What follows belongs to an exercise in optimizing a design on an open flow for a short achievable clock period; a production flow would make more cautious choices.
Where RTL was checked, it was by simulation tests only, not by an equivalence proof against the original.
The flow treats the clock pin as an ideal source. Dropping or thinning the clock tree relies on that and would not hold on a real chip.
No activity file was given, so power comes from the tool's default toggle rates.

==> run a <==
Design fft_4, start of the top module:
module fft_4(
        input               clk,
        input               rst_n,
        input wire signed [15:0]  x0_real,
        input wire signed [15:0]  x0_imag,
        input wire signed [15:0]  x1_real,
        input wire signed [15:0]  x1_imag,
        input wire signed [15:0]  x2_real,
        input wire signed [15:0]  x2_imag,
        input wire signed [15:0]  x3_real,
        input wire signed [15:0]  x3_imag,
        output reg signed [15:0]  X0_real,
        output reg signed [15:0]  X0_imag,
        output reg signed [15:0]  X1_real,
        output reg signed [15:0]  X1_imag,
        output reg signed [15:0]  X2_real,
        output reg signed [15:0]  X2_imag,
        output reg signed [15:0]  X3_real,
        output reg signed [15:0]  X3_imag
    );
reg [15:0] s1_x0_real_x1_real_x2_real;    
reg [15:0] s1_x0_imag_x1_imag_x2_imag;    
reg [15:0] s1_x0_real_x1_real_x2_imag;    
reg [15:0] s1_x0_imag_x1_imag_x2_real;    
  ...
==> flow/config.mk <==
export PLATFORM = sky130hd
export DESIGN_NAME = fft_4
export DESIGN_NICKNAME = fft_4
export VERILOG_FILES = /design/flow/design.v
export SDC_FILE = /design/flow/constraint.sdc
export NUM_CORES = 4
export LEC_CHECK = 0
export CAP_MARGIN = 20
export CORE_MARGIN = 2
export CORE_UTILIZATION = 40
export SETUP_SLACK_MARGIN = 2.4
export SLEW_MARGIN = 20
export SYNTH_HIERARCHICAL = 1
==> flow/constraint.sdc <==
create_clock -name core_clock -period 3.5 [get_ports {clk}]
set_input_delay 0.7000 -clock core_clock [delete_from_list [all_inputs] [get_ports {clk}]]
set_output_delay 0.7000 -clock core_clock [all_outputs]
set_load 0.01 [all_outputs]
standard.sh (not shown) runs the stock make flow with config.mk's settings and CLKGATE_MAP_FILE= SYNTH_SCRIPT=/design/flow/synth_recipe.tcl, a recipe that flattens the netlist after the stock synthesis.
==> flow/flow/run.sh <==
#!/bin/bash
# Own layout flow: the standard flow, except that output flip-flops are
# placed next to their output buffers and the clock tree is a hand-built
# two-level inverter tree (flow/clock_tree.tcl) instead of TritonCTS's.
# Ports are buffered with buf_4 (which timing repair may resize) rather
# than the delay cell buffer_ports picks by default.
set -euo pipefail
here=$PWD
export MY_CLK_LEAVES=${MY_CLK_LEAVES:-0}
export MY_CLK_PER_LEAF=${MY_CLK_PER_LEAF:-24}
export MY_CLK_TOP=${MY_CLK_TOP:-4}
export MY_CLK_TOP_CELL=${MY_CLK_TOP_CELL:-sky130_fd_sc_hd__clkinv_16}
export MY_CLK_LEAF_CELL=${MY_CLK_LEAF_CELL:-sky130_fd_sc_hd__clkinv_8}
bash standard.sh synth > log_synth.txt 2>&1
bash standard.sh PRE_DETAIL_PLACE_TCL=$here/flow/pre_dp.tcl "BUFFER_PORTS_ARGS=-buffer_cell sky130_fd_sc_hd__buf_4" place > log_place.txt 2>&1
# a copy of the ORFS scripts whose cts.tcl builds our own tree
rm -rf myscripts; cp -r $FLOW_HOME/scripts myscripts
sed -i "s#log_cmd clock_tree_synthesis {\*}\$cts_args#source $here/flow/clock_tree.tcl#" myscripts/cts.tcl
grep -q "flow/clock_tree.tcl" myscripts/cts.tcl
sed -n 's/^make -C \(.*\) "\${@:-finish}"$/\1/p' standard.sh > make_args.txt
eval "make -C $(cat make_args.txt) SCRIPTS_DIR=$here/myscripts do-4_1_cts do-4_cts" > log_cts.txt 2>&1
bash standard.sh > log_finish.txt 2>&1
Other scripts of this flow, unchanged in this note and not shown: flow/flow/clock_tree.tcl, flow/flow/pre_dp.tcl
==> inputs of run b, as changes to run a <==
SETUP_SLACK_MARGIN = 2.0   (was 2.4)
==> results.txt <==
Buffers inserted during post-CTS setup optimization: run a 233; run b 67
Cell area after layout: run a 48,150 sq um; run b 40,700 sq um
Highest clock frequency the design can meet: run a 642.5 MHz; run b 668.0 MHz
Beginning of the critical path: run a da_x3_imag[12]; run b X0_real[14]
Final period utilization: run a 0.4447; run b 0.4277
Slack of the critical path: run a 1944 ps; run b 2003 ps
Tot GR Track Use: run a 0.2147; run b 0.2015
Switching fraction of total power: run a 0.4039; run b 0.4063
NetSw: run a 12.12 mW; run b 10.86 mW
Cell-internal power: run a 17.89 mW; run b 15.86 mW
Outcome: run a complete, no violations; run b complete, no violations
Slack of the worst reg-to-reg path: run a 1940 ps; run b 2010 ps
Worst EP arrival: run a 1730 ps; run b 800 ps
Worst supply voltage drop on vdd: run a 0.4461 mV; run b 0.4172 mV
Worst slack, placed: run a 1696 ps; run b 1606 ps
Relative max-transition margin: run a 0.6493; run b 0.6429
Setup CP Type: run a reg2reg; run b reg2out
Total via count after detailed routing: run a 21,640; run b 20,570
In every run of this note, the design's own scripts or RTL, not TritonCTS, make the clock network.

* * *

==> inputs of violet <==
fft_4, a different RTL version from the one above (not shown whole).
==> flow/design.v (excerpt) <==
module fft_4(
        input               clk,
        input               rst_n,
        input wire signed [15:0]  x0_real,
        input wire signed [15:0]  x0_imag,
        input wire signed [15:0]  x1_real,
        input wire signed [15:0]  x1_imag,
        input wire signed [15:0]  x2_real,
        input wire signed [15:0]  x2_imag,
        input wire signed [15:0]  x3_real,
        input wire signed [15:0]  x3_imag,
        output reg signed [15:0]  X0_real,
        output reg signed [15:0]  X0_imag,
        output reg signed [15:0]  X1_real,
        output reg signed [15:0]  X1_imag,
        output reg signed [15:0]  X2_real,
        output reg signed [15:0]  X2_imag,
        output reg signed [15:0]  X3_real,
        output reg signed [15:0]  X3_imag
    );
Settings: LEC_CHECK=0, CAP_MARGIN=20, CORE_MARGIN=2, CORE_UTILIZATION=55, PLACE_DENSITY=0.65, SETUP_SLACK_MARGIN=2.0, SLEW_MARGIN=20, SYNTH_HIERARCHICAL=1; clock period 3.5 ns.
==> flow/flow/clock_tree.tcl <==
# Two-level clock tree in place of clock_tree_synthesis. The clock port
# drives NTOP top cells, each of which drives its share of K leaf cells;
# each leaf drives a cluster of flip-flops. With inverters at both levels
# the flip-flops see the clock in its own polarity. Clusters are made by
# k-means with equal cluster sizes, so every flip-flop sees the same tree.
set K $::env(MY_CLK_LEAVES)
set NTOP $::env(MY_CLK_TOP)
set block [ord::get_db_block]
set db [ord::get_db]
set top_master [$db findMaster $::env(MY_CLK_TOP_CELL)]
set leaf_master [$db findMaster $::env(MY_CLK_LEAF_CELL)]
set clk_net [[$block findBTerm clk] getNet]

# balanced k-means: returns {assign cxs cys}
proc bal_kmeans {xs ys K} {
  set n [llength $xs]
  set cap [expr {($n + $K - 1) / $K}]
  set order [lsort -real -indices $xs]
  set cxs {}; set cys {}
  # initial centres: a grid over the bounding box
  set xmin [::tcl::mathfunc::min {*}$xs]; set xmax [::tcl::mathfunc::max {*}$xs]
  set ymin [::tcl::mathfunc::min {*}$ys]; set ymax [::tcl::mathfunc::max {*}$ys]
  set gx [expr {int(ceil(sqrt($K)))}]
  set gy [expr {int(ceil(double($K) / $gx))}]
  for {set k 0} {$k < $K} {incr k} {
    set ix [expr {$k % $gx}]; set iy [expr {$k / $gx}]
    lappend cxs [expr {$xmin + ($ix + 0.5) * ($xmax - $xmin) / $gx}]
    lappend cys [expr {$ymin + ($iy + 0.5) * ($ymax - $ymin) / $gy}]
  }
  set assign [lrepeat $n 0]
  for {set iter 0} {$iter < 30} {incr iter} {
    # order points by how much they lose if not given their nearest centre
    set keyed {}
    for {set i 0} {$i < $n} {incr i} {
      set x [lindex $xs $i]; set y [lindex $ys $i]
      set ds {}
      for {set k 0} {$k < $K} {incr k} {
        lappend ds [expr {abs($x - [lindex $cxs $k]) + abs($y - [lindex $cys $k])}]
      }
      set s [lsort -real $ds]
      lappend keyed [list $i [expr {[lindex $s end] - [lindex $s 0]}] $ds]
    }
    set used [lrepeat $K 0]
    foreach e [lsort -real -decreasing -index 1 $keyed] {
      lassign $e i regret ds
      set best -1; set bd 1e30
      for {set k 0} {$k < $K} {incr k} {
        if {[lindex $used $k] >= $cap} { continue }
        if {[lindex $ds $k] < $bd} { set bd [lindex $ds $k]; set best $k }
      }
      lset assign $i $best
      lset used $best [expr {[lindex $used $best] + 1}]
    }
    set sx [lrepeat $K 0.0]; set sy [lrepeat $K 0.0]; set sc [lrepeat $K 0]
    for {set i 0} {$i < $n} {incr i} {
      set k [lindex $assign $i]
      lset sx $k [expr {[lindex $sx $k] + [lindex $xs $i]}]
      lset sy $k [expr {[lindex $sy $k] + [lindex $ys $i]}]
      lset sc $k [expr {[lindex $sc $k] + 1}]
    }
    for {set k 0} {$k < $K} {incr k} {
      if {[lindex $sc $k] > 0} {
        lset cxs $k [expr {[lindex $sx $k] / [lindex $sc $k]}]
        lset cys $k [expr {[lindex $sy $k] / [lindex $sc $k]}]
      }
    }
  }
  puts "clock_tree: cluster sizes $sc"
  return [list $assign $cxs $cys]
}

proc add_buf {master name x y in_net out_name} {
  global block
  set b [odb::dbInst_create $block $master $name]
  $b setLocation [expr {int($x)}] [expr {int($y)}]
  $b setPlacementStatus PLACED
  set net [odb::dbNet_create $block $out_name]
  $net setSigType CLOCK
  foreach it [$b getITerms] {
    set mt [$it getMTerm]
    if {[$mt getName] eq "A"} { $it connect $in_net }
    if {[$mt getName] eq "X" || [$mt getName] eq "Y"} { $it connect $net }
  }
  return $net
}

set sinks {}
foreach it [$clk_net getITerms] { lappend sinks $it }
set n [llength $sinks]
if {$K <= 0} { set K [expr {($n + $::env(MY_CLK_PER_LEAF) - 1) / $::env(MY_CLK_PER_LEAF)}] }
puts "clock_tree: $n sinks, $K leaves, $NTOP top cells"
set xs {}; set ys {}
foreach it $sinks {
  set bb [[$it getInst] getBBox]
  lappend xs [expr {([$bb xMin] + [$bb xMax]) / 2.0}]
  lappend ys [expr {([$bb yMin] + [$bb yMax]) / 2.0}]
}
lassign [bal_kmeans $xs $ys $K] assign cxs cys
lassign [bal_kmeans $cxs $cys $NTOP] tassign tcxs tcys

foreach it $sinks { $it disconnect }
set top_nets {}
for {set t 0} {$t < $NTOP} {incr t} {
  lappend top_nets [add_buf $top_master clktop_$t [lindex $tcxs $t] [lindex $tcys $t] $clk_net clknet_top_$t]
}
set leaf_nets {}
for {set k 0} {$k < $K} {incr k} {
  lappend leaf_nets [add_buf $leaf_master clkleaf_$k [lindex $cxs $k] [lindex $cys $k] \
    [lindex $top_nets [lindex $tassign $k]] clknet_leaf_$k]
}
for {set i 0} {$i < $n} {incr i} {
  [lindex $sinks $i] connect [lindex $leaf_nets [lindex $assign $i]]
}
$clk_net setSigType CLOCK
set_propagated_clock [all_clocks]
Scripts as last shown in full above: flow/flow/run.sh
Other scripts of this flow, unchanged in this note and not shown: flow/flow/pre_dp.tcl
==> lagoon (differences from violet) <==
--- a/flow/flow/run.sh
+++ b/flow/flow/run.sh
@@ -11,6 +11,7 @@
 export MY_CLK_TOP=${MY_CLK_TOP:-4}
 export MY_CLK_TOP_CELL=${MY_CLK_TOP_CELL:-sky130_fd_sc_hd__clkinv_16}
 export MY_CLK_LEAF_CELL=${MY_CLK_LEAF_CELL:-sky130_fd_sc_hd__clkinv_8}
+export MY_CLK_LEAF_UP=${MY_CLK_LEAF_UP-sky130_fd_sc_hd__clkinv_16}
 bash standard.sh synth > log_synth.txt 2>&1
 bash standard.sh PRE_DETAIL_PLACE_TCL=$here/flow/pre_dp.tcl "BUFFER_PORTS_ARGS=-buffer_cell sky130_fd_sc_hd__buf_4" place > log_place.txt 2>&1
 # a copy of the ORFS scripts whose cts.tcl builds our own tree
--- a/flow/flow/clock_tree.tcl
+++ b/flow/flow/clock_tree.tcl
@@ -113,3 +113,44 @@
 }
 $clk_net setSigType CLOCK
 set_propagated_clock [all_clocks]
+
+# Size the leaves: the latest leaves get the stronger cell as long as the
+# latest clock arrival at any flip-flop keeps dropping.
+if {$::env(MY_CLK_LEAF_UP) ne ""} {
+  source $::env(PLATFORM_DIR)/setRC.tcl
+  set up_master [$db findMaster $::env(MY_CLK_LEAF_UP)]
+  proc leaf_arrivals {K} {
+    set res {}
+    for {set k 0} {$k < $K} {incr k} {
+      lappend res [get_property [get_pins clkleaf_$k/Y] arrival_max_rise]
+    }
+    return $res
+  }
+  estimate_parasitics -placement
+  set arr [leaf_arrivals $K]
+  set best [::tcl::mathfunc::max {*}$arr]
+  puts "clock_tree: leaf arrivals [format %.3f [::tcl::mathfunc::min {*}$arr]] .. [format %.3f $best]"
+  for {set iter 0} {$iter < 12} {incr iter} {
+    set order [lsort -real -decreasing -indices $arr]
+    set swapped {}
+    foreach k [lrange $order 0 1] {
+      set inst [$block findInst clkleaf_$k]
+      if {[[$inst getMaster] getName] ne [$up_master getName]} {
+        $inst swapMaster $up_master
+        lappend swapped $k
+      }
+    }
+    if {$swapped eq ""} { break }
+    estimate_parasitics -placement
+    set arr [leaf_arrivals $K]
+    set worst [::tcl::mathfunc::max {*}$arr]
+    puts "clock_tree: upsized leaves $swapped, latest arrival [format %.3f $worst]"
+    if {$worst >= $best - 0.001} {
+      foreach k $swapped { [$block findInst clkleaf_$k] swapMaster $leaf_master }
+      estimate_parasitics -placement
+      set arr [leaf_arrivals $K]
+      break
+    }
+    set best $worst
+  }
+}
CORE_UTILIZATION = 40   (was 55)
PLACE_DENSITY = unset   (was 0.65)
SETUP_SLACK_MARGIN = 2.2   (was 2.0)
==> comparison table <==
item                                                                 violet                   lagoon
Aggregate global-route resource usage                                 0.253                    0.192
Antenna violations before repair                                          2                        7
Worst-margin pin slew                                              0.776 ns                 0.537 ns
Count of vias placed by the detailed router                           22.3k                    22.3k
Outcome                                             complete, no violations  complete, no violations
Power in the clock group                                            3.58 mW                  3.74 mW
Setup fix buffers added after clock tree synthesis                        0                       55
First drt pass iteration count                                            4                        5
Max transition margin                                                 0.481                    0.642
Sequential fraction of total cell area                                0.467                    0.434
Final core utilization                                                0.625                    0.493
Clock Power Share                                                     0.128                    0.123
Critical path class                                                 reg2reg                  reg2out
Part of the cycle the worst path needs                                0.435                    0.434
Function was not checked in any run of this note: the RTL went through the layout flow alone. In every run of this note, the design's own scripts or RTL, not TritonCTS, make the clock network.

separate check: timing with driven ports:
The results above use ideal ports. As a check the final layouts listed here were re-extracted and re-timed, cells and wires unchanged. Step 1 (the two cells are an assumption about what drives the block):
set clk [get_ports {clk}]
set_driving_cell -lib_cell sky130_fd_sc_hd__clkbuf_16 $clk
set_driving_cell -lib_cell sky130_fd_sc_hd__buf_2 [delete_from_list [all_inputs] $clk]
Step 2 also shifts input and output timing later by t, the mid clock arrival at the registers, as if the neighbouring blocks saw the same clock. Three values: no drivers, after step 1, after step 2; two values: the first two.
| run | t, ns | setup WS [ns] | clock arrival spread, ns | worst slew at a driven data input, ns |
|---|---|---|---|---|
| run a | 0.522 | 1.944 / 1.722 / 1.943 | 0.056 / 0.055 | 0.27 |
| run b | 0.516 | 2.003 / 1.734 / 1.913 | 0.057 / 0.056 | 0.18 |
| violet | 0.530 | 1.979 / 1.711 / 1.803 | 0.040 / 0.041 | 0.12 |
| lagoon | 0.516 | 1.979 / 1.712 / 1.905 | 0.077 / 0.080 | 0.14 |
After both steps setup and hold are still met in every run listed. For violet, which loses most, drivers alone change the setup slack by -0.268 ns; drivers and shift together by -0.176 ns. Setup slack includes reset recovery checks.
